This is an optimization exercise on Yosys and OpenROAD, whose aim is a short achievable clock period, not a production implementation.
Only simulation tests tie the RTL to the original design; equivalence was not proved.
Power and IR drop assume default switching activity.

### flow/run.sh
#!/bin/bash
# The standard layout (the standard.sh: its synthesis script, floorplan,
# power grid, placement, CTS and routing steps) with these settings changed:
#  - resizing may change a cell's footprint (drive strength);
#  - port buffers are buf_4 cells rather than the library's default pick;
#  - slow cells with three or four series transistors in the pull-up
#    (or3/or4/nor3/nor4 and a2111o/o2111a kinds) are added to the don't-use
#    list, for mapping and for repair.
# The constraints (constraint.sdc, the design's clock period) are unchanged.
set -euo pipefail
DONT_USE="sky130_fd_sc_hd__probe_p_8 sky130_fd_sc_hd__probec_p_8 sky130_fd_sc_hd__lpflow_bleeder_1 sky130_fd_sc_hd__lpflow_clkbufkapwr_1 sky130_fd_sc_hd__lpflow_clkbufkapwr_16 sky130_fd_sc_hd__lpflow_clkbufkapwr_2 sky130_fd_sc_hd__lpflow_clkbufkapwr_4 sky130_fd_sc_hd__lpflow_clkbufkapwr_8 sky130_fd_sc_hd__lpflow_clkinvkapwr_1 sky130_fd_sc_hd__lpflow_clkinvkapwr_16 sky130_fd_sc_hd__lpflow_clkinvkapwr_2 sky130_fd_sc_hd__lpflow_clkinvkapwr_4 sky130_fd_sc_hd__lpflow_clkinvkapwr_8 sky130_fd_sc_hd__lpflow_decapkapwr_12 sky130_fd_sc_hd__lpflow_decapkapwr_3 sky130_fd_sc_hd__lpflow_decapkapwr_4 sky130_fd_sc_hd__lpflow_decapkapwr_6 sky130_fd_sc_hd__lpflow_decapkapwr_8 sky130_fd_sc_hd__lpflow_inputiso0n_1 sky130_fd_sc_hd__lpflow_inputiso0p_1 sky130_fd_sc_hd__lpflow_inputiso1n_1 sky130_fd_sc_hd__lpflow_inputiso1p_1 sky130_fd_sc_hd__lpflow_inputisolatch_1 sky130_fd_sc_hd__lpflow_isobufsrc_1 sky130_fd_sc_hd__lpflow_isobufsrc_16 sky130_fd_sc_hd__lpflow_isobufsrc_2 sky130_fd_sc_hd__lpflow_isobufsrc_4 sky130_fd_sc_hd__lpflow_isobufsrc_8 sky130_fd_sc_hd__lpflow_isobufsrckapwr_16 sky130_fd_sc_hd__lpflow_lsbuf_lh_hl_isowell_tap_1 sky130_fd_sc_hd__lpflow_lsbuf_lh_hl_isowell_tap_2 sky130_fd_sc_hd__lpflow_lsbuf_lh_hl_isowell_tap_4 sky130_fd_sc_hd__lpflow_lsbuf_lh_isowell_4 sky130_fd_sc_hd__lpflow_lsbuf_lh_isowell_tap_1 sky130_fd_sc_hd__lpflow_lsbuf_lh_isowell_tap_2 sky130_fd_sc_hd__lpflow_lsbuf_lh_isowell_tap_4 sky130_fd_sc_hd__or3_1 sky130_fd_sc_hd__or3_2 sky130_fd_sc_hd__or3_4 sky130_fd_sc_hd__or3b_1 sky130_fd_sc_hd__or3b_2 sky130_fd_sc_hd__or3b_4 sky130_fd_sc_hd__or4_1 sky130_fd_sc_hd__or4_2 sky130_fd_sc_hd__or4_4 sky130_fd_sc_hd__or4b_1 sky130_fd_sc_hd__or4b_2 sky130_fd_sc_hd__or4b_4 sky130_fd_sc_hd__or4bb_1 sky130_fd_sc_hd__or4bb_2 sky130_fd_sc_hd__or4bb_4 sky130_fd_sc_hd__nor3_1 sky130_fd_sc_hd__nor3_2 sky130_fd_sc_hd__nor3_4 sky130_fd_sc_hd__nor3b_1 sky130_fd_sc_hd__nor3b_2 sky130_fd_sc_hd__nor3b_4 sky130_fd_sc_hd__nor4_1 sky130_fd_sc_hd__nor4_2 sky130_fd_sc_hd__nor4_4 sky130_fd_sc_hd__nor4b_1 sky130_fd_sc_hd__nor4b_2 sky130_fd_sc_hd__nor4b_4 sky130_fd_sc_hd__nor4bb_1 sky130_fd_sc_hd__nor4bb_2 sky130_fd_sc_hd__nor4bb_4 sky130_fd_sc_hd__a2111o_1 sky130_fd_sc_hd__a2111o_2 sky130_fd_sc_hd__a2111o_4 sky130_fd_sc_hd__a2111oi_0 sky130_fd_sc_hd__a2111oi_1 sky130_fd_sc_hd__a2111oi_2 sky130_fd_sc_hd__a2111oi_4 sky130_fd_sc_hd__o2111a_1 sky130_fd_sc_hd__o2111a_2 sky130_fd_sc_hd__o2111a_4 sky130_fd_sc_hd__o2111ai_1 sky130_fd_sc_hd__o2111ai_2 sky130_fd_sc_hd__o2111ai_4"
bash standard.sh SETUP_SLACK_MARGIN=6.3 MATCH_CELL_FOOTPRINT=0 \
	"BUFFER_PORTS_ARGS=-buffer_cell sky130_fd_sc_hd__buf_4" \
	"DONT_USE_CELLS=$DONT_USE" finish > standard_flow.log 2>&1
### standard.sh
#!/bin/bash
# synth_recipe.tcl (not shown) runs the flow's synth.tcl, then flattens the netlist and writes it again
# the make line also repeats each setting of config.mk as NAME=value (left out here)
make -C /OpenROAD-flow-scripts/flow DESIGN_CONFIG=/design/flow/config.mk WORK_HOME=/design/flow/orfs CLKGATE_MAP_FILE= SYNTH_SCRIPT=/design/flow/synth_recipe.tcl "${@:-finish}"
### config.mk
export PLATFORM = sky130hd
export DESIGN_NAME = CPU
export DESIGN_NICKNAME = CPU
export VERILOG_FILES = /design/flow/design.v
export SDC_FILE = /design/flow/constraint.sdc
export NUM_CORES = 8
export LEC_CHECK = 0
export ABC_CLOCK_PERIOD_IN_PS = 1000
export CAP_MARGIN = 20
export CORE_MARGIN = 2
export CORE_UTILIZATION = 50
export SLEW_MARGIN = 20
export SYNTH_HIERARCHICAL = 1
export SYNTH_MINIMUM_KEEP_SIZE = 0
export TNS_END_PERCENT = 100
### constraint.sdc
create_clock -name core_clock -period 9.0 [get_ports {clock}]
set_input_delay 1.8000 -clock core_clock [delete_from_list [all_inputs] [get_ports {clock}]]
set_output_delay 1.8000 -clock core_clock [all_outputs]
set_load 0.01 [all_outputs]
### design.v
module ExALU (a, b, aL, bL, cin, fADD, fAND, fOR, fXOR, res, sum, log, sum31, log31, zero, resP4, resM4,
	sumP4, logP4, sumM4, logM4);
input	[31:0]	a, b;			 
input	[31:0]	aL, bL;			 
input			cin, fADD, fAND, fOR, fXOR;
output	[31:0]	res, sum, log;
output	[19:0]	sumP4, logP4;
output	[31:0]	sumM4, logM4;
output			sum31, log31;
output			zero;
output	[19:0]	resP4;
output	[31:0]	resM4;
function [31:0] add32;
	input [31:0] a, b;
	input cin;
	reg [31:0] g, p, gn, pn;
	integer i, d;
	begin
		g = a & b;
		p = a ^ b;
		g[0] = g[0] | (p[0] & cin);
		for (d = 1; d < 32; d = d * 2) begin
			gn = g;
			pn = p;
			for (i = d; i < 32; i = i + 1) begin
				gn[i] = g[i] | (p[i] & g[i-d]);
				pn[i] = p[i] & p[i-d];
			end
			g = gn;
			p = pn;
		end
		add32 = a ^ b ^ {g[30:0], cin};
	end
endfunction
function [19:0] add20;
	input [19:0] a, b;
	input cin;
	reg [19:0] g, p, gn, pn;
	integer i, d;
	begin
		g = a & b;
		p = a ^ b;
		g[0] = g[0] | (p[0] & cin);
		for (d = 1; d < 20; d = d * 2) begin
			gn = g;
			pn = p;
			for (i = d; i < 20; i = i + 1) begin
				gn[i] = g[i] | (p[i] & g[i-d]);
				pn[i] = p[i] & p[i-d];
			end
			g = gn;
			p = pn;
		end
		add20 = a ^ b ^ {g[18:0], cin};
	end
endfunction
function [19:0] inc4;
	input [19:0] x;
	integer i;
	begin
		inc4[1:0] = x[1:0];
		for (i = 2; i < 20; i = i + 1)
			inc4[i] = x[i] ^ (&(x[19:2] | ({18{1'b1}} << (i - 2))));
	end
endfunction
function [31:0] dec4;
	input [31:0] x;
	integer i;
	begin
		dec4[1:0] = x[1:0];
		for (i = 2; i < 32; i = i + 1)
			dec4[i] = x[i] ^ ~(|(x[31:2] & ~({30{1'b1}} << (i - 2))));
	end
endfunction
KSADD #(.W(32), .L(5)) u_sum (.a(a), .b(b), .cin(cin), .s(sum));
assign log = ({32{fAND}} & (aL & bL)) | ({32{fOR}} & (aL | bL)) | ({32{fXOR}} & (aL ^ bL));
assign res = fADD ? sum : log;
assign sum31 = sum[31];
assign log31 = log[31];
wire	[31:0]	t = a ^ b;
wire	[31:0]	k = {a[30:0] | b[30:0], cin};
wire	[31:0]	zb;
genvar gi;
generate for (gi = 0; gi < 32; gi = gi + 1) begin : GZ
	ZB u (.t(t[gi]), .k(k[gi]), .z(zb[gi]));
end endgenerate
assign zero = fADD ? &zb : ~|log;
wire	[19:0]	csS = a[19:0] ^ b[19:0] ^ 20'h4;
wire	[19:0]	csC = {(a[18:0] & b[18:0]) | {16'b0, a[2] | b[2], 2'b0}, cin};
KSADD #(.W(20), .L(5)) u_sumP4 (.a(csS), .b(csC), .cin(1'b0), .s(sumP4));
assign logP4 = inc4(log[19:0]);
assign resP4 = fADD ? sumP4 : logP4;
wire	[31:0]	csSm = a ^ b ^ 32'hfffffffc;
wire	[31:0]	csCm = {a[30:2] | b[30:2], a[1:0] & b[1:0], cin};
KSADD #(.W(32), .L(5)) u_sumM4 (.a(csSm), .b(csCm), .cin(1'b0), .s(sumM4));
assign logM4 = dec4(log);
assign resM4 = fADD ? sumM4 : logM4;
endmodule
module ZB (input t, input k, output z);
assign z = ~(t ^ k);
endmodule
module FPEarly (pD, pAb, pE, pLa, pHa, pLb, pHb, abs, own, da, db, pair, v);
input			pD, pAb, pE, pLa, pHa, pLb, pHb, abs;
input	[42:0]	own, da, db, pair;
output	[42:0]	v;
wire	[42:0]	absOpp = {abs ? 1'b0 : ~own[42], own[41:0]};
assign v = ({43{pD}} & own) | ({43{pAb}} & absOpp) | ({43{pE}} & pair) |
			({43{pLa}} & {da[42:32], 32'b0}) | ({43{pHa}} & {11'b0, da[31:0]}) |
			({43{pLb}} & {db[42:32], 32'b0}) | ({43{pHb}} & {11'b0, db[31:0]});
endmodule
module FPEarlyFlags (pD, pAb, pE, pLa, pHa, pLb, pHb, abs, own, da, db, pair, z, n);
input			pD, pAb, pE, pLa, pHa, pLb, pHb, abs;
input	[42:0]	own, da, db, pair;
output			z, n;
assign z = ~((pD | pAb) & |own[41:0]) & ~(pE & |pair[41:0]) &
			~(pLa & |da[41:32]) & ~(pHa & |da[31:0]) & ~(pLb & |db[41:32]) & ~(pHb & |db[31:0]);
assign n = (pD & own[42]) | (pAb & ~abs & ~own[42]) | (pE & pair[42]) | (pLa & da[42]) | (pLb & db[42]);
endmodule
module MemPath (d, p4, m4, z32, z10);
input	[31:0]	d;
output	[19:0]	p4;
output	[31:0]	m4;
output			z32, z10;
function [31:0] add32;
	input [31:0] a, b;
	input cin;
	reg [31:0] g, p, gn, pn;
	integer i, d;
	begin
		g = a & b;
		p = a ^ b;
		g[0] = g[0] | (p[0] & cin);
		for (d = 1; d < 32; d = d * 2) begin
			gn = g;
			pn = p;
			for (i = d; i < 32; i = i + 1) begin
				gn[i] = g[i] | (p[i] & g[i-d]);
				pn[i] = p[i] & p[i-d];
			end
			g = gn;
			p = pn;
		end
		add32 = a ^ b ^ {g[30:0], cin};
	end
endfunction
function [19:0] add20;
	input [19:0] a, b;
	input cin;
	reg [19:0] g, p, gn, pn;
	integer i, d;
	begin
		g = a & b;
		p = a ^ b;
		g[0] = g[0] | (p[0] & cin);
		for (d = 1; d < 20; d = d * 2) begin
			gn = g;
			pn = p;
			for (i = d; i < 20; i = i + 1) begin
				gn[i] = g[i] | (p[i] & g[i-d]);
				pn[i] = p[i] & p[i-d];
			end
			g = gn;
			p = pn;
		end
		add20 = a ^ b ^ {g[18:0], cin};
	end
endfunction
function [19:0] inc4;
	input [19:0] x;
	integer i;
	begin
		inc4[1:0] = x[1:0];
		for (i = 2; i < 20; i = i + 1)
			inc4[i] = x[i] ^ (&(x[19:2] | ({18{1'b1}} << (i - 2))));
	end
endfunction
function [31:0] dec4;
	input [31:0] x;
	integer i;
	begin
		dec4[1:0] = x[1:0];
		for (i = 2; i < 32; i = i + 1)
			dec4[i] = x[i] ^ ~(|(x[31:2] & ~({30{1'b1}} << (i - 2))));
	end
endfunction
assign p4 = inc4(d[19:0]);
assign m4 = dec4(d);
assign z32 = ~|d;
assign z10 = ~|d[9:0];
endmodule
module GPC (input gh, input ph, input gl, input pl, output g, output p);
assign g = gh | (ph & gl);
assign p = ph & pl;
endmodule
module GC (input gh, input ph, input gl, output g);
assign g = gh | (ph & gl);
endmodule
module KSADD #(parameter W = 32, parameter L = 5) (input [W-1:0] a, input [W-1:0] b, input cin, output [W-1:0] s);
wire [W-1:0] g0 = a & b;
wire [W-1:0] p0 = a ^ b;
wire [W*(L+1)-1:0] G, P;
assign G[W-1:0] = {g0[W-1:1], g0[0] | (p0[0] & cin)};
assign P[W-1:0] = p0;
genvar l, i;
generate for (l = 0; l < L; l = l + 1) begin : LV
	for (i = 0; i < W; i = i + 1) begin : B
		if (i >= (1 << l)) begin : N
			GPC u (.gh(G[W*l+i]), .ph(P[W*l+i]), .gl(G[W*l+i-(1<<l)]), .pl(P[W*l+i-(1<<l)]),
				.g(G[W*(l+1)+i]), .p(P[W*(l+1)+i]));
		end else begin : T
			assign G[W*(l+1)+i] = G[W*l+i];
			assign P[W*(l+1)+i] = P[W*l+i];
		end
	end
end endgenerate
assign s = p0 ^ {G[W*L+W-2:W*L], cin};
endmodule
module MUX2 (input s, input a, input b, output y);
assign y = s ? a : b;
endmodule
module SEL3 (input s0, input a0, input s1, input a1, input s2, input a2, output y);
assign y = (s0 & a0) | (s1 & a1) | (s2 & a2);
endmodule
module SEL4 (input s0, input a0, input s1, input a1, input s2, input a2, input s3, input a3, output y);
assign y = (s0 & a0) | (s1 & a1) | (s2 & a2) | (s3 & a3);
endmodule
module INC4 (input [19:0] x, output [19:0] y);
genvar i;
assign y[1:0] = x[1:0];
assign y[2] = ~x[2];
generate for (i = 3; i < 20; i = i + 1) begin : G
	assign y[i] = x[i] ^ (&x[i-1:2]);
end endgenerate
endmodule
module BranchPC (
	input			discard,
	input			kUnc, kJZ, kJNZ, kJNEG, kJPOS,	 
	input			bI, bF1, bF2,					 
	input			sMA,							 
	input			zEarly, nEarly,					 
	input			zE1, nE1, zE2, nE2,				 
	input			cz32, cz10, czA,				 
	input			fADD, log31,					 
	input			aluZ, sum31,					 
	input			z32, d31, z10, d10,				 
	input			kLDPC,							 
	input	[19:0]	ldTgt,							 
	input	[19:0]	NPC1, PC4,						 
	output	[19:0]	NextPC,
	output			NPCSel
	);
function taken;
	input zero, neg;
	begin
		taken = ~discard & (kUnc | (kJZ & zero) | (kJNZ & ~zero) | (kJNEG & neg) | (kJPOS & ~zero & ~neg));
	end
endfunction
wire	Ze = (bI & (sMA | zEarly)) | (bF1 & zE1) | (bF2 & zE2);
wire	Ne = (bI & ~sMA & nEarly) | (bF1 & nE1) | (bF2 & nE2);
wire	cE = ~czA & ~cz32 & ~cz10;
wire	czAs = czA & fADD;
wire	zero = (czA & aluZ) | (cz32 & Ze & z32) | (cz10 & Ze & z10) | (cE & Ze);
wire	negR = (czA & ~fADD & log31) | (cz32 & (Ne | (bI & d31))) | (cz10 & d10) | (cE & Ne);
wire	t00 = taken(1'b0, 1'b0), t01 = taken(1'b0, 1'b1), t10 = taken(1'b1, 1'b0), t11 = taken(1'b1, 1'b1);
wire	[20:0]	c00 = {t00, t00 ? NPC1 : PC4}, c01 = {t01, t01 ? NPC1 : PC4};
wire	[20:0]	c10 = {t10, t10 ? NPC1 : PC4}, c11 = {t11, t11 ? NPC1 : PC4};
wire	[20:0]	xL = {1'b1, ldTgt};
wire			sL = ~discard & kLDPC;
wire			neg0 = negR, neg1 = negR | czAs;
wire	[20:0]	p0, p1, q0, q1, r0, r1, y;
genvar i;
generate for (i = 0; i < 21; i = i + 1) begin : G
	MUX2 n00 (.s(neg0), .a(c01[i]), .b(c00[i]), .y(p0[i]));
	MUX2 n01 (.s(neg0), .a(c11[i]), .b(c10[i]), .y(p1[i]));
	MUX2 n10 (.s(neg1), .a(c01[i]), .b(c00[i]), .y(q0[i]));
	MUX2 n11 (.s(neg1), .a(c11[i]), .b(c10[i]), .y(q1[i]));
	MUX2 z0 (.s(zero), .a(p1[i]), .b(p0[i]), .y(r0[i]));
	MUX2 z1 (.s(zero), .a(q1[i]), .b(q0[i]), .y(r1[i]));
	SEL3 l (.s0(sL), .a0(xL[i]), .s1(~sL & ~sum31), .a1(r0[i]), .s2(~sL & sum31), .a2(r1[i]), .y(y[i]));
end endgenerate
assign NextPC = y[19:0];
assign NPCSel = y[20];
endmodule
module EarlyVals (sEa, sEaM4, sAndM4, sTrns, sAddr, ea, eaX, eb, trns, addr, v, vP4, vM4);
input			sEa, sEaM4, sAndM4, sTrns, sAddr;
input	[31:0]	ea, eaX, eb, trns;
input	[19:0]	addr;
output	[31:0]	v, vM4;
output	[19:0]	vP4;
function [31:0] add32;
	input [31:0] a, b;
	input cin;
	reg [31:0] g, p, gn, pn;
	integer i, d;
	begin
		g = a & b;
		p = a ^ b;
		g[0] = g[0] | (p[0] & cin);
		for (d = 1; d < 32; d = d * 2) begin
			gn = g;
			pn = p;
			for (i = d; i < 32; i = i + 1) begin
				gn[i] = g[i] | (p[i] & g[i-d]);
				pn[i] = p[i] & p[i-d];
			end
			g = gn;
			p = pn;
		end
		add32 = a ^ b ^ {g[30:0], cin};
	end
endfunction
function [19:0] add20;
	input [19:0] a, b;
	input cin;
	reg [19:0] g, p, gn, pn;
	integer i, d;
	begin
		g = a & b;
		p = a ^ b;
		g[0] = g[0] | (p[0] & cin);
		for (d = 1; d < 20; d = d * 2) begin
			gn = g;
			pn = p;
			for (i = d; i < 20; i = i + 1) begin
				gn[i] = g[i] | (p[i] & g[i-d]);
				pn[i] = p[i] & p[i-d];
			end
			g = gn;
			p = pn;
		end
		add20 = a ^ b ^ {g[18:0], cin};
	end
endfunction
function [19:0] inc4;
	input [19:0] x;
	integer i;
	begin
		inc4[1:0] = x[1:0];
		for (i = 2; i < 20; i = i + 1)
			inc4[i] = x[i] ^ (&(x[19:2] | ({18{1'b1}} << (i - 2))));
	end
endfunction
function [31:0] dec4;
	input [31:0] x;
	integer i;
	begin
		dec4[1:0] = x[1:0];
		for (i = 2; i < 32; i = i + 1)
			dec4[i] = x[i] ^ ~(|(x[31:2] & ~({30{1'b1}} << (i - 2))));
	end
endfunction
wire	[31:0]	andM4 = eaX & eb;
wire	[31:0]	addr32 = {12'b0, addr};
wire	[31:0]	eaM4 = dec4(ea);
wire	[31:0]	eaM8 = {ea[31:3] - 29'd1, ea[2:0]};
assign v = ({32{sEa}} & ea) | ({32{sEaM4}} & eaM4) | ({32{sAndM4}} & andM4) |
			({32{sTrns}} & trns) | ({32{sAddr}} & addr32);
assign vP4 = ({20{sEa}} & inc4(ea[19:0])) | ({20{sEaM4}} & ea[19:0]) |
			({20{sAndM4}} & inc4(andM4[19:0])) | ({20{sTrns}} & inc4(trns[19:0])) |
			({20{sAddr}} & inc4(addr));
assign vM4 = ({32{sEa}} & eaM4) | ({32{sEaM4}} & eaM8) | ({32{sAndM4}} & dec4(andM4)) |
			({32{sTrns}} & dec4(trns)) | ({32{sAddr}} & dec4(addr32));
endmodule
module EarlyFlags (sEa, sEaM4, sAndM4, sTrns, sAddr, ea, eaX, eb, trns, addr, zLui, nLui, z, n);
input			sEa, sEaM4, sAndM4, sTrns, sAddr;
input	[31:0]	ea, eaX, eb, trns;
input	[19:0]	addr;
input			zLui, nLui;
output			z, n;
wire	[31:0]	andM4 = eaX & eb;
assign z = (sEa & zLui) | (sEaM4 & (ea == 32'd4)) | (sAndM4 & ~|andM4) |
			(sTrns & ~|trns) | (sAddr & ~|addr);
assign n = (sEa & nLui) | (sEaM4 & (ea[31] ^ ~|ea[30:2])) | (sAndM4 & andM4[31]) | (sTrns & trns[31]);
endmodule
module CPU(clock, nReset, iMemOut, dMemOut, iAddr, dAddr, dWr, dMemIn);
input						clock;
input						nReset;
input	[31:0]				iMemOut;
input	[31:0]				dMemOut;
output	[19:0]				iAddr;
output	[19:0]				dAddr;
output						dWr;
output	[31:0]				dMemIn;
genvar gi;
localparam PDW = 63;
function [PDW-1:0] predecode;
	input [31:0] x;
	reg [5:0] op;
	reg isFP, iPUSH, iPOP, iCALL;
	reg [3:0] fop1, fop2;
	reg fstk1, fstk2, ms1, ms2, tr1, tr2, send1, send2, rr1;
	reg [3:0] rna, rnb, frna1, frna2;
	begin
		op = x[31:26];
		isFP = op[5] & op[4];
		iPUSH = op == 6'd18;
		iPOP = op == 6'd19;
		iCALL = op == 6'd12;
		fop1 = x[29:26];
		fop2 = x[14:11];
		send1 = x[17];
		send2 = x[2];
		tr1 = fop1 == 4'd1;
		tr2 = fop2 == 4'd1;
		fstk1 = fop1 == 4'd12;
		fstk2 = fop2 == 4'd12;
		ms1 = (fop1 == 4'd11) | fstk1;
		ms2 = (fop2 == 4'd11) | fstk2;
		rr1 = (tr1 & ~send1) | ms1;
		if (isFP)
			rna = rr1 ? (fstk1 ? 4'd14 : x[21:18]) : (fstk2 ? 4'd14 : x[6:3]);
		else
			rna = (iPUSH | iPOP) ? 4'd14 : x[21:18];
		rnb = isFP ? (rna | 4'b0001) : x[17:14];
		frna1 = ms1 ? x[25:22] : x[21:18];
		frna2 = ms2 ? x[10:7] : x[6:3];
		predecode = {
			frna2, frna1, rnb, rna,								 
			isFP,												 
			op == 6'd1, op == 6'd2, op == 6'd3, op == 6'd4,		 
			op == 6'd5, op == 6'd6, op == 6'd7, op == 6'd8,		 
			op == 6'd9, op == 6'd10, op == 6'd11, iCALL,			 
			op == 6'd13, op == 6'd14, op == 6'd15, op == 6'd16,	 
			op == 6'd17, iPUSH, iPOP,								 
			tr1, fop1 == 4'd2, fop1 == 4'd8, (fop1 == 4'd8) | (fop1 == 4'd9),
			fop1 == 4'd10, ms1, fstk1, fop1 == 4'd0, send1, x[16], tr1 | ms1,
			tr2, fop2 == 4'd2, fop2 == 4'd8, (fop2 == 4'd8) | (fop2 == 4'd9),
			fop2 == 4'd10, ms2, fstk2, fop2 == 4'd0, send2, x[1], tr2 | ms2,
			x[3:0] == 4'd4, x[3:0] == 4'd3, x[3:0] == 4'd2, x[3:0] == 4'd1, x[3:0] == 4'd0
		};
	end
endfunction
reg		[19:0]	PC;
reg		[31:0]	IR;
reg		[PDW-1:0] PD;
reg		[19:0]	IDPC;
reg		[19:0]	brTgt;			 
reg				discard;
reg		[15:0]	selA, selB, selF1, selF2;
reg				mEa1, mEa2, mWa1, mWa2, mEb1, mEb2, mWb1, mWb2;
reg				fAs1, fAl1, fM1, fR1, fAs2, fAl2, fM2, fR2;
reg				mF1E1, mF1E2, mF1W1, mF1W2, mF2E1, mF2E2, mF2W1, mF2W2;
reg		[31:0]	ea;				 
reg		[31:0]	eaX;			 
reg		[31:0]	eaA;			 
reg		[31:0]	ebx;			 
reg		[31:0]	eb;				 
reg				eADD, eAND, eOR, eXOR, eCIN;
reg				sMem, sAlu, sAndM4, sEa, sEaM4, sTrns, sAddr;
reg		[3:0]	ewn1, ewn2;
reg				ewreg1, ewreg2;
reg				ewmem;
reg		[19:0]	eDatRAMAddr;
reg		[31:0]	eDMemIn;
reg				eiPOP_iFPOP;
reg		[42:0]	eFP_d1a, eFP_d2a;
reg		[3:0]	eFP_Wn_CH1, eFP_Wn_CH2;
reg				eFP_WReg_CH1, eFP_WReg_CH2;
reg				pD1, pAb1, pL1a, pH1a, pL1b, pH1b, pE1;
reg				pD2, pAb2, pL2a, pH2a, pL2b, pH2b, pE2;
reg				eAbs_CH1, eAbs_CH2;
reg		[42:0]	eTrns;			 
reg				eZLui, eNLui;	 
reg				bI, bF1, bF2, bz32, bz10, bzA, bz31;
reg		[31:0]	wd1, wd2;
reg		[31:0]	wd1M4, wd2M4;	 
reg		[19:0]	wd1P4, wd2P4;	 
reg		[31:0]	R14m4;			 
reg		[3:0]	wwn1, wwn2;
reg				wwe1, wwe2;
reg		[42:0]	wfd1, wfd2;
reg		[3:0]	wfwn1, wfwn2;
reg				wfwe1, wfwe2;
assign iAddr = PC;
assign dAddr = eDatRAMAddr;
assign dWr = ewmem;
assign dMemIn = eDMemIn;
wire	[511:0]	Rflat;
reg		[15:0]	Rv;
wire	[687:0]	Fflat;
reg		[15:0]	Fv;
wire	[15:0]	w1hit, w2hit, fw1hit, fw2hit;
wire	[15:0]	RvNext = Rv | w1hit | w2hit;
wire	[15:0]	FvNext = Fv | fw1hit | fw2hit;
generate for (gi = 0; gi < 16; gi = gi + 1) begin : GREG
	reg [31:0] r;
	reg [42:0] f;
	assign Rflat[gi*32 +: 32] = r;
	assign Fflat[gi*43 +: 43] = f;
	assign w1hit[gi] = wwe1 & (wwn1 == gi);
	assign w2hit[gi] = wwe2 & (wwn2 == gi);
	assign fw1hit[gi] = wfwe1 & (wfwn1 == gi);
	assign fw2hit[gi] = wfwe2 & (wfwn2 == gi);
	always @(posedge clock)
		if (w1hit[gi])
			r <= wd1;
		else if (w2hit[gi])
			r <= wd2;
	always @(posedge clock)
		if (fw1hit[gi])
			f <= wfd1;
		else if (fw2hit[gi])
			f <= wfd2;
end endgenerate
always @(posedge clock or negedge nReset)
	if (!nReset) begin
		Rv <= 16'b0;
		Fv <= 16'b0;
	end else begin
		Rv <= RvNext;
		Fv <= FvNext;
	end
function [31:0] rd32;
	input [511:0] flat;
	input [15:0] sel;
	integer j;
	begin
		rd32 = 32'b0;
		for (j = 0; j < 16; j = j + 1)
			rd32 = rd32 | ({32{sel[j]}} & flat[j*32 +: 32]);
	end
endfunction
function [42:0] rd43;
	input [687:0] flat;
	input [15:0] sel;
	integer j;
	begin
		rd43 = 43'b0;
		for (j = 0; j < 16; j = j + 1)
			rd43 = rd43 | ({43{sel[j]}} & flat[j*43 +: 43]);
	end
endfunction
function [15:0] onehot4;
	input [3:0] n;
	integer j;
	begin
		for (j = 0; j < 16; j = j + 1)
			onehot4[j] = (n == j);
	end
endfunction
function [31:0] add32;
	input [31:0] a, b;
	input cin;
	reg [31:0] g, p, gn, pn;
	integer i, d;
	begin
		g = a & b;
		p = a ^ b;
		g[0] = g[0] | (p[0] & cin);
		for (d = 1; d < 32; d = d * 2) begin
			gn = g;
			pn = p;
			for (i = d; i < 32; i = i + 1) begin
				gn[i] = g[i] | (p[i] & g[i-d]);
				pn[i] = p[i] & p[i-d];
			end
			g = gn;
			p = pn;
		end
		add32 = a ^ b ^ {g[30:0], cin};
	end
endfunction
function [19:0] add20;
	input [19:0] a, b;
	input cin;
	reg [19:0] g, p, gn, pn;
	integer i, d;
	begin
		g = a & b;
		p = a ^ b;
		g[0] = g[0] | (p[0] & cin);
		for (d = 1; d < 20; d = d * 2) begin
			gn = g;
			pn = p;
			for (i = d; i < 20; i = i + 1) begin
				gn[i] = g[i] | (p[i] & g[i-d]);
				pn[i] = p[i] & p[i-d];
			end
			g = gn;
			p = pn;
		end
		add20 = a ^ b ^ {g[18:0], cin};
	end
endfunction
function [19:0] inc4;
	input [19:0] x;
	integer i;
	begin
		inc4[1:0] = x[1:0];
		for (i = 2; i < 20; i = i + 1)
			inc4[i] = x[i] ^ (&(x[19:2] | ({18{1'b1}} << (i - 2))));
	end
endfunction
function [31:0] dec4;
	input [31:0] x;
	integer i;
	begin
		dec4[1:0] = x[1:0];
		for (i = 2; i < 32; i = i + 1)
			dec4[i] = x[i] ^ ~(|(x[31:2] & ~({30{1'b1}} << (i - 2))));
	end
endfunction
wire	[31:0]	aluRes, aluResM4, aluSum, aluLog, aluSumM4, aluLogM4;
wire	[19:0]	aluResP4, aluSumP4, aluLogP4;
wire			aluZero, aluSum31, aluLog31;
ExALU i_ExALU(.a(eaA), .b(ebx), .aL(ea), .bL(eb), .cin(eCIN), .fADD(eADD), .fAND(eAND), .fOR(eOR), .fXOR(eXOR),
	.res(aluRes), .sum(aluSum), .log(aluLog), .sum31(aluSum31), .log31(aluLog31), .zero(aluZero),
	.resP4(aluResP4), .resM4(aluResM4), .sumP4(aluSumP4), .logP4(aluLogP4), .sumM4(aluSumM4), .logM4(aluLogM4));
wire	[31:0]	TrnsHigh = {21'b0, eTrns[42:32]};
wire	[31:0]	early1, early1M4;
wire	[19:0]	early1P4;
wire			zEarly, nEarly;
EarlyVals i_EarlyVals(.sEa(sEa), .sEaM4(sEaM4), .sAndM4(sAndM4), .sTrns(sTrns), .sAddr(sAddr),
	.ea(ea), .eaX(eaX), .eb(eb), .trns(eTrns[31:0]), .addr(eDatRAMAddr),
	.v(early1), .vP4(early1P4), .vM4(early1M4));
EarlyFlags i_EarlyFlags(.sEa(sEa), .sEaM4(sEaM4), .sAndM4(sAndM4), .sTrns(sTrns), .sAddr(sAddr),
	.ea(ea), .eaX(eaX), .eb(eb), .trns(eTrns[31:0]), .addr(eDatRAMAddr), .zLui(eZLui), .nLui(eNLui),
	.z(zEarly), .n(nEarly));
wire	[19:0]	memP4;
wire	[31:0]	memM4;
wire			memZero32, memZero10;
MemPath i_MemPath(.d(dMemOut), .p4(memP4), .m4(memM4), .z32(memZero32), .z10(memZero10));
wire	[31:0]	ed1 = sMem ? dMemOut : (sAlu ? aluRes : early1);
wire	[19:0]	ed1P4 = sMem ? memP4 : (sAlu ? aluResP4 : early1P4);
wire	[31:0]	ed1M4 = sMem ? memM4 : (sAlu ? aluResM4 : early1M4);
wire	[31:0]	ed2 = eiPOP_iFPOP ? dMemOut : TrnsHigh;
wire	[31:0]	ed2M4 = eiPOP_iFPOP ? memM4 : dec4(TrnsHigh);
wire	[19:0]	ed2P4 = eiPOP_iFPOP ? memP4 : inc4(TrnsHigh[19:0]);
wire			INT_Zero = sMem ? memZero32 : (sAlu ? aluZero : zEarly);
wire			INT_Neg = ed1[31];
wire	[42:0]	pairE = {eb[10:0], ea[31:0]};
wire	[42:0]	fpE1, fpE2;
wire			zE1, nE1, zE2, nE2;
FPEarly i_FPEarly1(.pD(pD1), .pAb(pAb1), .pE(pE1), .pLa(pL1a), .pHa(pH1a), .pLb(pL1b), .pHb(pH1b),
	.abs(eAbs_CH1), .own(eFP_d1a), .da(eFP_d1a), .db(eFP_d2a), .pair(pairE), .v(fpE1));
FPEarly i_FPEarly2(.pD(pD2), .pAb(pAb2), .pE(pE2), .pLa(pL2a), .pHa(pH2a), .pLb(pL2b), .pHb(pH2b),
	.abs(eAbs_CH2), .own(eFP_d2a), .da(eFP_d1a), .db(eFP_d2a), .pair(pairE), .v(fpE2));
FPEarlyFlags i_FPEarlyFlags1(.pD(pD1), .pAb(pAb1), .pE(pE1), .pLa(pL1a), .pHa(pH1a), .pLb(pL1b), .pHb(pH1b),
	.abs(eAbs_CH1), .own(eFP_d1a), .da(eFP_d1a), .db(eFP_d2a), .pair(pairE), .z(zE1), .n(nE1));
FPEarlyFlags i_FPEarlyFlags2(.pD(pD2), .pAb(pAb2), .pE(pE2), .pLa(pL2a), .pHa(pH2a), .pLb(pL2b), .pHb(pH2b),
	.abs(eAbs_CH2), .own(eFP_d2a), .da(eFP_d1a), .db(eFP_d2a), .pair(pairE), .z(zE2), .n(nE2));
wire			pL1 = pL1a | pL1b, pH1 = pH1a | pH1b;
wire			pL2 = pL2a | pL2b, pH2 = pH2a | pH2b;
wire	[42:0]	eFP_ed1 = fpE1 | ({43{pL1}} & {11'b0, dMemOut}) | ({43{pH1}} & {dMemOut[10:0], 32'b0});
wire	[42:0]	eFP_ed2 = fpE2 | ({43{pL2}} & {11'b0, dMemOut}) | ({43{pH2}} & {dMemOut[10:0], 32'b0});
wire			FP_Zero_CH1 = ~|fpE1[41:0] & (~pL1 | memZero32) & (~pH1 | memZero10);
wire			FP_Zero_CH2 = ~|fpE2[41:0] & (~pL2 | memZero32) & (~pH2 | memZero10);
wire			FP_Neg_CH1 = fpE1[42] | (pH1 & dMemOut[10]);
wire			FP_Neg_CH2 = fpE2[42] | (pH2 & dMemOut[10]);
wire	[3:0]	rna = PD[50:47];
wire	[3:0]	rnb = PD[54:51];
wire			isFP = PD[46];
wire			iALU = PD[45], iJMP = PD[44], iJZ = PD[43], iJNZ = PD[42];
wire			iJNEG = PD[41], iJPOS = PD[40], iADDI = PD[39], iSUBI = PD[38];
wire			iANDI = PD[37], iORI = PD[36], iXORI = PD[35], iCALL = PD[34];
wire			iLDPC = PD[33], iST = PD[32], iLD = PD[31], iLUI = PD[30];
wire			iSVFL = PD[29], iPUSH = PD[28], iPOP = PD[27];
wire			tr1 = PD[26], mv1 = PD[25], abs1 = PD[24], ao1 = PD[23], svfl1 = PD[22];
wire			ms1 = PD[21], fstk1 = PD[20], nop1 = PD[19], send1 = PD[18], lws1 = PD[17], funTrns1 = PD[16];
wire			tr2 = PD[15], mv2 = PD[14], abs2 = PD[13], ao2 = PD[12], svfl2 = PD[11];
wire			ms2 = PD[10], fstk2 = PD[9], nop2 = PD[8], send2 = PD[7], lws2 = PD[6], funTrns2 = PD[5];
wire			rf4 = PD[4], rf3 = PD[3], rf2 = PD[2], rf1 = PD[1], rf0 = PD[0];
wire	[3:0]	fw1 = IR[25:22], fw2 = IR[10:7];
wire			fdisc = discard | ~isFP;
wire			act1 = ~fdisc & ~nop1, act2 = ~fdisc & ~nop2;
wire			FP_WReg_CH1 = act1 & (mv1 | ao1 | ~send1);
wire			FP_WReg_CH2 = act2 & (mv2 | ao2 | ~send2);
wire			oAbs1 = act1 & ao1, oAbs2 = act2 & ao2;				 
wire			oTrns1 = act1 & ~send1 & funTrns1, oTrns2 = act2 & ~send2 & funTrns2;	 
wire			inTrns1 = act1 & send1 & funTrns1;					 
wire	[3:0]	INT_Wn_CH1 = fstk1 ? 4'd14 : fw1, INT_Wn_CH2 = fstk2 ? 4'd14 : fw2;
wire			WMem_CH1 = ms1 & send1 & ~fdisc, WMem_CH2 = ms2 & send2 & ~fdisc;
wire			INT_WRegN_CH1 = (tr1 & send1) | svfl1 | fstk1;		 
wire			INT_WRegN_CH2 = (tr2 & send2) | svfl2 | fstk2;
wire			INT_WReg_CH1 = INT_WRegN_CH1 & ~fdisc;
wire			INT_WReg_CH2 = INT_WRegN_CH2 & ~fdisc;
wire			FP_LowWordSel = ms1 ? lws1 : lws2;
wire			iTRNS2INT = (tr1 & INT_WReg_CH1) | (tr2 & INT_WReg_CH2);
wire			iFPUSH = isFP & ((fstk1 & WMem_CH1) | (fstk2 & WMem_CH2));
wire			iFPOP = isFP & ((fstk1 & FP_WReg_CH1) | (fstk2 & FP_WReg_CH2));
wire			iPUSH_iPOP = iPUSH | iPOP | (isFP & (fstk1 | fstk2));
wire			iPOP_iFPOP = iPOP | iFPOP;
wire			pushAny = iPUSH | iFPUSH;
wire	[3:0]	INT_Wn = iCALL ? 4'd15 : (iPUSH_iPOP ? 4'd14 : IR[25:22]);
wire	[3:0]	FP_Wn1 = INT_WRegN_CH1 ? INT_Wn_CH1 : INT_Wn_CH2;
wire	[3:0]	wn1 = isFP ? FP_Wn1 : INT_Wn;
wire	[3:0]	wn2 = iPOP ? IR[25:22] : (wn1 | 4'b0001);
wire	[31:0]	qa = rd32(Rflat, selA);
wire	[31:0]	qb = rd32(Rflat, selB);
wire	[31:0]	fqaEarly = mWa1 ? wd1 : (mWa2 ? wd2 : qa);
wire	[31:0]	fqbEarly = mWb1 ? wd1 : (mWb2 ? wd2 : qb);
wire	[31:0]	fqaRest = mEa1 ? early1 : (mEa2 ? TrnsHigh : fqaEarly);
wire	[31:0]	fqbRest = mEb1 ? early1 : (mEb2 ? TrnsHigh : fqbEarly);
wire	[19:0]	qaP4;
INC4 u_qaP4 (.x(qa[19:0]), .y(qaP4));
wire	[19:0]	fqaRestP4 = mEa1 ? early1P4 : (mEa2 ? inc4(TrnsHigh[19:0]) : (mWa1 ? wd1P4 : (mWa2 ? wd2P4 : qaP4)));
wire	[31:0]	fqaRestM4 = mEa1 ? early1M4 : (mEa2 ? dec4(TrnsHigh) : (mWa1 ? wd1M4 : (mWa2 ? wd2M4 :
					(Rv[14] ? R14m4 : 32'hfffffffc))));
wire	[31:0]	fqa, fqb, fqaM4;
wire	[19:0]	fqaP4;
generate for (gi = 0; gi < 32; gi = gi + 1) begin : GFWD
	SEL4 ua (.s0(fAs1), .a0(aluSum[gi]), .s1(fAl1), .a1(aluLog[gi]), .s2(fM1), .a2(dMemOut[gi]),
		.s3(fR1), .a3(fqaRest[gi]), .y(fqa[gi]));
	SEL4 ub (.s0(fAs2), .a0(aluSum[gi]), .s1(fAl2), .a1(aluLog[gi]), .s2(fM2), .a2(dMemOut[gi]),
		.s3(fR2), .a3(fqbRest[gi]), .y(fqb[gi]));
	SEL4 um (.s0(fAs1), .a0(aluSumM4[gi]), .s1(fAl1), .a1(aluLogM4[gi]), .s2(fM1), .a2(memM4[gi]),
		.s3(fR1), .a3(fqaRestM4[gi]), .y(fqaM4[gi]));
	if (gi < 20) begin : P
		SEL4 up (.s0(fAs1), .a0(aluSumP4[gi]), .s1(fAl1), .a1(aluLogP4[gi]), .s2(fM1), .a2(memP4[gi]),
			.s3(fR1), .a3(fqaRestP4[gi]), .y(fqaP4[gi]));
	end
end endgenerate
wire	[42:0]	FP_q1a = rd43(Fflat, selF1);
wire	[42:0]	FP_q2a = rd43(Fflat, selF2);
wire	[42:0]	fq1Early = mF1W1 ? wfd1 : (mF1W2 ? wfd2 : FP_q1a);
wire	[42:0]	fq2Early = mF2W1 ? wfd1 : (mF2W2 ? wfd2 : FP_q2a);
wire	[42:0]	FP_d1a = mF1E1 ? eFP_ed1 : (mF1E2 ? eFP_ed2 : fq1Early);
wire	[42:0]	FP_d2a = mF2E1 ? eFP_ed1 : (mF2E2 ? eFP_ed2 : fq2Early);
wire			INT_Pos = ~INT_Neg & ~INT_Zero;
wire			FP_Pos_CH1 = ~FP_Neg_CH1 & ~FP_Zero_CH1;
wire			FP_Pos_CH2 = ~FP_Neg_CH2 & ~FP_Zero_CH2;
wire			NPCSel;
wire	[19:0]	PC4 = inc4(PC);
wire	[19:0]	NextPC;
BranchPC i_BranchPC(
	.discard(discard),
	.kUnc(iJMP | iCALL), .kJZ(iJZ), .kJNZ(iJNZ), .kJNEG(iJNEG), .kJPOS(iJPOS),
	.bI(bI), .bF1(bF1), .bF2(bF2), .sMA(sMem | sAlu),
	.zEarly(zEarly), .nEarly(nEarly),
	.zE1(zE1), .nE1(nE1), .zE2(zE2), .nE2(nE2),
	.cz32(bz32), .cz10(bz10), .czA(bzA),
	.kLDPC(iLDPC), .ldTgt(fqa[19:0]),
	.fADD(eADD), .log31(aluLog31),
	.aluZ(aluZero), .sum31(aluSum31),
	.z32(memZero32), .d31(dMemOut[31]), .z10(memZero10), .d10(dMemOut[10]),
	.NPC1(brTgt), .PC4(PC4),
	.NextPC(NextPC), .NPCSel(NPCSel)
	);
wire			wregFP = INT_WReg_CH1 | INT_WReg_CH2;
wire			wreg1 = ~discard & (iALU | iADDI | iSUBI | iANDI | iORI | iXORI | iCALL | iLD | iLUI | iSVFL |
							iPOP | (isFP & wregFP) | pushAny | iPOP_iFPOP);
wire			wreg2 = ~discard & (iPOP | (isFP & iTRNS2INT & ~svfl1 & ~svfl2));
wire			wmem = ~discard & (iST | (isFP & (WMem_CH1 | WMem_CH2)) | pushAny);
wire			wra = iCALL | iLUI | iSVFL | (isFP & (svfl1 | svfl2)) | pushAny;
wire			fADD = (iALU & rf3) | iADDI;
wire			fSUB = (iALU & rf4) | iSUBI;
wire			fAND = (iALU & rf0) | iANDI | ~(iALU | iADDI | iSUBI | iANDI | iORI | iXORI);
wire			fOR  = (iALU & rf1) | iORI;
wire			fXOR = (iALU & rf2) | iXORI;
wire	[31:0]	seimm = {{14{IR[17]}}, IR[17:0]};
wire	[31:0]	zeimm = {14'b0, IR[17:0]};
wire	[31:0]	db = (iADDI | iSUBI) ? seimm : ((iANDI | iORI | iXORI) ? zeimm : fqb);
wire	[31:0]	da = iCALL ? ({12'b0, IDPC} + 32'd4) :
				 iLUI ? {IR[15:0], 16'b0} :
				 iSVFL ? {29'b0, INT_Zero, INT_Pos, INT_Neg} :
				 (isFP & ~pushAny & svfl1) ? {29'b0, FP_Zero_CH1, FP_Pos_CH1, FP_Neg_CH1} :
				 (isFP & ~pushAny & svfl2) ? {29'b0, FP_Zero_CH2, FP_Pos_CH2, FP_Neg_CH2} :
				 fqa;			 
wire	[3:0]	srcVec = {iLD, wra, iTRNS2INT, iPOP_iFPOP};
wire			nsMem  = srcVec == 4'b1000;
wire			nsEaAny = srcVec == 4'b0100;
wire			nsTrns = srcVec == 4'b0010;
wire			nsAddr = srcVec == 4'b0001;
wire			nsAluAny = ~(nsMem | nsEaAny | nsTrns | nsAddr);
wire			nD1 = mv1, nD2 = mv2;
wire			nAb1 = ~mv1 & oAbs1, nAb2 = ~mv2 & oAbs2;
wire			nT1 = ~mv1 & ~oAbs1 & oTrns1, nT2 = ~mv2 & ~oAbs2 & oTrns2;
wire			nT1a = nT1 & ms1, nT1b = nT1 & ~ms1 & ms2, nT1e = nT1 & ~ms1 & ~ms2;
wire			nT2a = nT2 & ms1, nT2b = nT2 & ~ms1 & ms2, nT2e = nT2 & ~ms1 & ~ms2;
wire			useP = iPOP_iFPOP | (isFP & ~FP_LowWordSel & ~iFPUSH);
wire			useA = ~useP & (iST | iLD | pushAny | isFP);
wire	[19:0]	DatRAMAddr = useP ? fqaP4 : (useA ? fqa[19:0] : 20'b0);
wire	[42:0]	TrnsInD = inTrns1 ? FP_d1a : FP_d2a;
wire	[31:0]	DMemInD = isFP ? (FP_LowWordSel ? TrnsInD[31:0] : {21'b0, TrnsInD[42:32]}) : fqb;
wire	[PDW-1:0] pdN = predecode(iMemOut);
wire	[19:0]	immTgtN = {iMemOut[17:0], 2'b00};
wire	[19:0]	relTgtN;
KSADD #(.W(20), .L(5)) u_relTgt (.a(PC), .b(immTgtN), .cin(1'b0), .s(relTgtN));
wire	[19:0]	brTgtN = ((iMemOut[31:26] == 6'd2) | (iMemOut[31:26] == 6'd12)) ? immTgtN : relTgtN;
wire	[3:0]	rnaN = pdN[50:47], rnbN = pdN[54:51], frna1N = pdN[58:55], frna2N = pdN[62:59];
wire			mEa1N = wreg1 & (wn1 == rnaN), mEa2N = wreg2 & (wn2 == rnaN);
wire			mEb1N = wreg1 & (wn1 == rnbN), mEb2N = wreg2 & (wn2 == rnbN);
wire	[1:0]	fsN = iMemOut[21:20];
wire			fsF1N = fsN == 2'b01, fsF2N = fsN == 2'b10, fsIN = ~fsF1N & ~fsF2N;
wire			nsAlu = nsAluAny & ~pushAny;
wire			nL1 = (nT1a | nT1b) & FP_LowWordSel, nH1 = (nT1a | nT1b) & ~FP_LowWordSel;
wire			nL2 = (nT2a | nT2b) & FP_LowWordSel, nH2 = (nT2a | nT2b) & ~FP_LowWordSel;
always @(posedge clock or negedge nReset)
	if (!nReset) begin
		PC <= 20'b0;
		IR <= 32'b0;
		PD <= predecode(32'b0);
		IDPC <= 20'b0;
		brTgt <= 20'b0;
		discard <= 1'b1;
		selA <= 16'b0;
		selB <= 16'b0;
		selF1 <= 16'b0;
		selF2 <= 16'b0;
		mEa1 <= 1'b0; mEa2 <= 1'b0; mWa1 <= 1'b0; mWa2 <= 1'b0;
		mEb1 <= 1'b0; mEb2 <= 1'b0; mWb1 <= 1'b0; mWb2 <= 1'b0;
		fAs1 <= 1'b0; fAl1 <= 1'b0; fM1 <= 1'b0; fR1 <= 1'b1;
		fAs2 <= 1'b0; fAl2 <= 1'b0; fM2 <= 1'b0; fR2 <= 1'b1;
		mF1E1 <= 1'b0; mF1E2 <= 1'b0; mF1W1 <= 1'b0; mF1W2 <= 1'b0;
		mF2E1 <= 1'b0; mF2E2 <= 1'b0; mF2W1 <= 1'b0; mF2W2 <= 1'b0;
		ewreg1 <= 1'b0;
		ewreg2 <= 1'b0;
		ewmem <= 1'b0;
		eFP_WReg_CH1 <= 1'b0;
		eFP_WReg_CH2 <= 1'b0;
		wwe1 <= 1'b0;
		wwe2 <= 1'b0;
		wfwe1 <= 1'b0;
		wfwe2 <= 1'b0;
	end else begin
		PC <= NextPC;
		IR <= iMemOut;
		PD <= pdN;
		IDPC <= PC;
		brTgt <= brTgtN;
		discard <= NPCSel;
		selA <= onehot4(rnaN) & RvNext;
		selB <= onehot4(rnbN) & RvNext;
		selF1 <= onehot4(frna1N) & FvNext;
		selF2 <= onehot4(frna2N) & FvNext;
		fAs1 <= mEa1N & nsAlu & (fADD | fSUB);
		fAl1 <= mEa1N & nsAlu & ~(fADD | fSUB);
		fM1 <= (mEa1N & nsMem) | (~mEa1N & mEa2N & iPOP_iFPOP);
		fR1 <= ~(mEa1N & nsAlu) & ~((mEa1N & nsMem) | (~mEa1N & mEa2N & iPOP_iFPOP));
		fAs2 <= mEb1N & nsAlu & (fADD | fSUB);
		fAl2 <= mEb1N & nsAlu & ~(fADD | fSUB);
		fM2 <= (mEb1N & nsMem) | (~mEb1N & mEb2N & iPOP_iFPOP);
		fR2 <= ~(mEb1N & nsAlu) & ~((mEb1N & nsMem) | (~mEb1N & mEb2N & iPOP_iFPOP));
		mEa1 <= mEa1N;
		mEa2 <= mEa2N;
		mWa1 <= ewreg1 & (ewn1 == rnaN);
		mWa2 <= ewreg2 & (ewn2 == rnaN);
		mEb1 <= mEb1N;
		mEb2 <= mEb2N;
		mWb1 <= ewreg1 & (ewn1 == rnbN);
		mWb2 <= ewreg2 & (ewn2 == rnbN);
		mF1E1 <= FP_WReg_CH1 & (fw1 == frna1N);
		mF1E2 <= FP_WReg_CH2 & (fw2 == frna1N);
		mF1W1 <= eFP_WReg_CH1 & (eFP_Wn_CH1 == frna1N);
		mF1W2 <= eFP_WReg_CH2 & (eFP_Wn_CH2 == frna1N);
		mF2E1 <= FP_WReg_CH1 & (fw1 == frna2N);
		mF2E2 <= FP_WReg_CH2 & (fw2 == frna2N);
		mF2W1 <= eFP_WReg_CH1 & (eFP_Wn_CH1 == frna2N);
		mF2W2 <= eFP_WReg_CH2 & (eFP_Wn_CH2 == frna2N);
		ewreg1 <= wreg1;
		ewreg2 <= wreg2;
		ewmem <= wmem;
		eFP_WReg_CH1 <= FP_WReg_CH1;
		eFP_WReg_CH2 <= FP_WReg_CH2;
		wwe1 <= ewreg1;
		wwe2 <= ewreg2;
		wfwe1 <= eFP_WReg_CH1;
		wfwe2 <= eFP_WReg_CH2;
	end
always @(posedge clock) begin
	ea <= da;
	eaX <= fqaM4;
	ebx <= fSUB ? ~db : db;
	eb <= db;
	eaA <= fqa;
	eADD <= fADD | fSUB;
	eCIN <= fSUB;
	eAND <= fAND;
	eOR <= fOR;
	eXOR <= fXOR;
	sMem <= nsMem;
	sAlu <= nsAlu;
	sAndM4 <= nsAluAny & pushAny;
	sEa <= nsEaAny & ~pushAny;
	sEaM4 <= nsEaAny & pushAny;
	sTrns <= nsTrns;
	sAddr <= nsAddr;
	ewn1 <= wn1;
	ewn2 <= wn2;
	eDatRAMAddr <= DatRAMAddr;
	eDMemIn <= DMemInD;
	eiPOP_iFPOP <= iPOP_iFPOP;
	eFP_d1a <= FP_d1a;
	eFP_d2a <= FP_d2a;
	eFP_Wn_CH1 <= fw1;
	eFP_Wn_CH2 <= fw2;
	pD1 <= nD1;  pAb1 <= nAb1;
	pL1a <= nT1a & FP_LowWordSel;  pH1a <= nT1a & ~FP_LowWordSel;
	pL1b <= nT1b & FP_LowWordSel;  pH1b <= nT1b & ~FP_LowWordSel;
	pE1 <= nT1e;
	pD2 <= nD2;  pAb2 <= nAb2;
	pL2a <= nT2a & FP_LowWordSel;  pH2a <= nT2a & ~FP_LowWordSel;
	pL2b <= nT2b & FP_LowWordSel;  pH2b <= nT2b & ~FP_LowWordSel;
	pE2 <= nT2e;
	eAbs_CH1 <= abs1;
	eAbs_CH2 <= abs2;
	eTrns <= TrnsInD;
	eZLui <= iLUI & ~|IR[15:0];
	eNLui <= iLUI & IR[15];
	bI <= fsIN;
	bF1 <= fsF1N;
	bF2 <= fsF2N;
	bz32 <= (fsIN & nsMem) | (fsF1N & nL1) | (fsF2N & nL2);
	bz10 <= (fsF1N & nH1) | (fsF2N & nH2);
	bzA <= fsIN & nsAlu;
	bz31 <= fsIN & nsMem;
	wd1 <= ed1;
	wd2 <= ed2;
	wd1M4 <= ed1M4;
	wd1P4 <= ed1P4;
	wd2P4 <= ed2P4;
	wd2M4 <= ed2M4;
	if (w1hit[14])
		R14m4 <= wd1M4;
	else if (w2hit[14])
		R14m4 <= wd2M4;
	wwn1 <= ewn1;
	wwn2 <= ewn2;
	wfd1 <= eFP_ed1;
	wfd2 <= eFP_ed2;
	wfwn1 <= eFP_Wn_CH1;
	wfwn2 <= eFP_Wn_CH2;
end
endmodule
==> impl_metrics.toml <==
[place]
place.port_buffers = 138
hpwl_mm = 470
dp_cells = 15600
gp_congestion = 1.12

[synth]
avgSynthCellArea_um2 = 10.1
syn_area_um2 = 130000
yosysWarnings = 11
synth_cells = 12800

[sta]
setup_viol = 0
hold_viol = 0
fin_hold_ws_ns = 0.330
fin_tns_setup_ns = 0
tightest_slew_ns = 1.24
worst_clock_skew_ns = 0.0851
slew_violations = 0
finalCritPeriodShare_pct = 42.6
rsz0062_at_grt = "yes"
finalCriticalPeriod_ns = 3.84
timing.fmax_mhz = 261
relSlewSlack_pct = 17.0

[critical_path]
ff2ff_setup_slack_ns = 5.16
reg2reg_depth = 17
worst_ep_arrival_time_ns = 4.68
crit_top_cell = "buf_6"
cp-endpoint = "eDatRAMAddr[2]$_DFF_P_"
crit_slowest_cell = "a22oi_1"
cp_cell_sequence = "buf_8 -> a22o_1 -> a221oi_2 -> nand4_1 -> buf_4 -> buf_6 -> buf_6 -> buf_6 -> inv_1 -> mux2i_1 -> nor2_1 -> a21oi_1 -> o21ai_0 -> mux2_2 -> a22oi_1 -> nand2_1 -> a22o_1"
rr_endpoint = "eDatRAMAddr[2]$_DFF_P_"
cp.depth = 17
regToRegStartpoint = "selA[10]$_DFF_PN0_"
critPathRequiredTime_ns = 9.85
slowest_delay_ns = 0.73
critPathCaptureType = "flip-flop"
startpoint = "selA[10]$_DFF_PN0_"
crit_type = "flip-flop to flip-flop"
critPathMaxFanout = 32
start_kind = "flip-flop"
crit_buf_inv = 6
cpLargestDelayFamily = "compound AO/OA/AOI/OAI gates"

[power]
p_switching_mw = 18.5
p_int_mw = 26.1
power_density_nw_per_um2 = 272
leakage_nw = 65.4
p_clk_share_pct = 23.8
netSwitchingFraction_pct = 41.4
vdd_ir_drop_max_mv = 0.239
p_seq_share_pct = 29.9
combinationalPowerShare_pct = 46.3

[grt]
overflow = 0
grt_max_degree = 74
grt_first_pass_wirelength_mm = 997
grt_pass1_vias = 120000
antenna_found_initial = 63
grtUsageTotal_pct = 54.2

[detailed_routing]
drt-total-wl_mm = 751
dr_wl_met2_mm = 294
wl_met3_mm = 119
dr.max_layer_used = "met5"
drt-vias-per-instance = 7.58
post_drt_wl_per_cell_um = 44.2
met1Wirelength_mm = 251
ant_nets = 0
drc_errors = 0
num_vias = 129000
dr.first_iter.drc_count = 26100
firstDrtPassIters = 15

[final_layout]
post-route-util_pct = 63.2
n_fill_cell = 20500
multiInputGateArea_um2 = 77800
finalNonFillerCells = 17000
seq_area_um2 = 57200
nNetsFinal = 13700
area_delta_synth_final_pct = 26.0
drive_above_1_share_pct = 34.7

[floorplan]
die_x_um = 514
initial_utilization_pct = 50.2
rows = 187
io_pins = 139
die-area_um2 = 264000
core_um2 = 259000
die_h_um = 514

[clocking]
cts-root-buf = "clkbuf_16"
clkSlewWorstSetupHoldPaths_ns = 0.07
clock_sinks = 2151
insertion_delay_ns = 1.03
cts_max_level = 4
numCtsBuffers = 235
clk_path_buf_depth = 4
tritoncts = "yes"

[outcome]
outcome = "no timing/DRC/antenna violations"

[min_path]
hold_depth = 0
hold_path_class = "flip-flop to flip-flop"

[run]
maxCapViolCount = 0
==> state kept, by name, indices dropped and copies added, names as in the netlist, 43 cells and up <==
register  count
wfd1         43
PD           45
eFP_d2a      43
GREG.r      512
eFP_d1a      43
eTrns        43
wfd2         43
GREG.f      688
==> stage by stage <==
step / total power, mW / instance area [um2] / worst slack, ns
floorplan: 21.2 / 132000 / 3.90
detailed placement: 28.0 / 135000 / 3.23
CTS: 42.1 / 159000 / 5.36
finish: 44.6 / 164000 / 5.16
global route: 45.1 / 164000 / 5.17
global placement: 27.9 / 135000 / 3.19
==> area by class of cell <==
cell class	instances	share of cell area (%)
antenna	71	0.108
sequential	2151	34.9
clock buffer	300	3.94
timing repair buffer	1254	8.82
clock inverter	141	1.08
multi-input combinational	9200	47.4
inverter	457	1.12
timing repair inverter	2	0.00992
tap	3402	2.60
==> worst reg2reg max path: cells and delay by family (launching register included) <==
family,cells,cell delay [ns]
multiplexers,2,0.48
flip-flops,1,0.38
buffers and inverters,6,0.95
AO/OA/AOI/OAI,6,1.46
AND/OR/NAND/NOR,3,0.40
==> how the worst min path moves through the flow <==
stage	start	to	slack (ns)
after floorplan	PD[24]$_DFF_PN0_	eAbs_CH1$_DFF_P_	0.32
after global placement	PD[13]$_DFF_PN0_	eAbs_CH2$_DFF_P_	0.34
after detailed placement	PD[13]$_DFF_PN0_	eAbs_CH2$_DFF_P_	0.34
after CTS	PD[13]$_DFF_PN0_	eAbs_CH2$_DFF_P_	0.33
after global routing	PD[13]$_DFF_PN0_	eAbs_CH2$_DFF_P_	0.35
final	PD[13]$_DFF_PN0_	eAbs_CH2$_DFF_P_	0.33
==> per-layer routing <==
layer | up-vias | track usage [%]
met5 | - | 0.785
met4 | 22 | 47.5
met3 | 4145 | 24.0
met2 | 13000 | 74.7
met1 | 61900 | 63.6
li1 | 49600 | -
==> cells in the final DEF (no fill, tap or decap), drive strengths merged, types with 218 or more instances in the layout <==
cell / instances
a221oi: 363
dfxtp: 664
ha: 291
nand2: 1224
nor2: 644
nand4: 246
o21ai: 848
dfrtp: 249
inv: 461
a22o: 430
buf: 1202
mux2i: 223
a21o: 420
edfxtp: 1232
mux2: 1224
a21oi: 461
a22oi: 723
clkbuf: 352
and2: 376
a222oi: 218
xor2: 228
xnor2: 221
==> power groups by stage <==
stage / clock network (mW) / logic (mW) / registers [mW]
3_3_place_gp: 0 / 14.5 / 13.4
2_1_floorplan: 0 / 8.80 / 12.4
5_1_grt: 10.9 / 20.9 / 13.3
4_1_cts: 10.5 / 18.5 / 13.2
3_5_place_dp: 0 / 14.6 / 13.4
6_report: 10.6 / 20.7 / 13.3
==> what timing repair did <==
item | 4_1_cts | 5_1_grt
setup endpoints to repair | 1733 | 982
setup buffers | 572 | 177
endpoints found under the hold margin | 0 | 0
pin swaps | 573 | 482
hold buffers | 0 | 0
gates resized for setup | 2402 | 558
cloned | 58 | 11

==> static timing again, ports no longer ideal <==
How much do the figures lean on ideal ports? The routed layout below was timed once more, with nothing changed but the port constraints. Step 1 assumes that a clkbuf_16 drives the clock port and a buf_2 every other input. Step 2 adds t to the input delays and takes it off the output delays; t is the mean of the earliest and latest rising clock arrival at the registers after step 1. Input paths then give back, and output paths get back, about the clock's delay inside the block. Three values: no drivers, after step 1, after step 2; two values: the first two.
t (ns): 1.094
setup WS [ns]: 5.162 / 5.162 / 4.126
hold WS [ns]: 0.330 / 0.330 / 0.330
worst slew at a driven data input, ns: 0.38
cell pins on the clock port's net: 1
After both steps setup and hold are still met in this run. For this run, drivers alone change the setup slack by 0.000 ns; drivers and shift together by -1.036 ns.
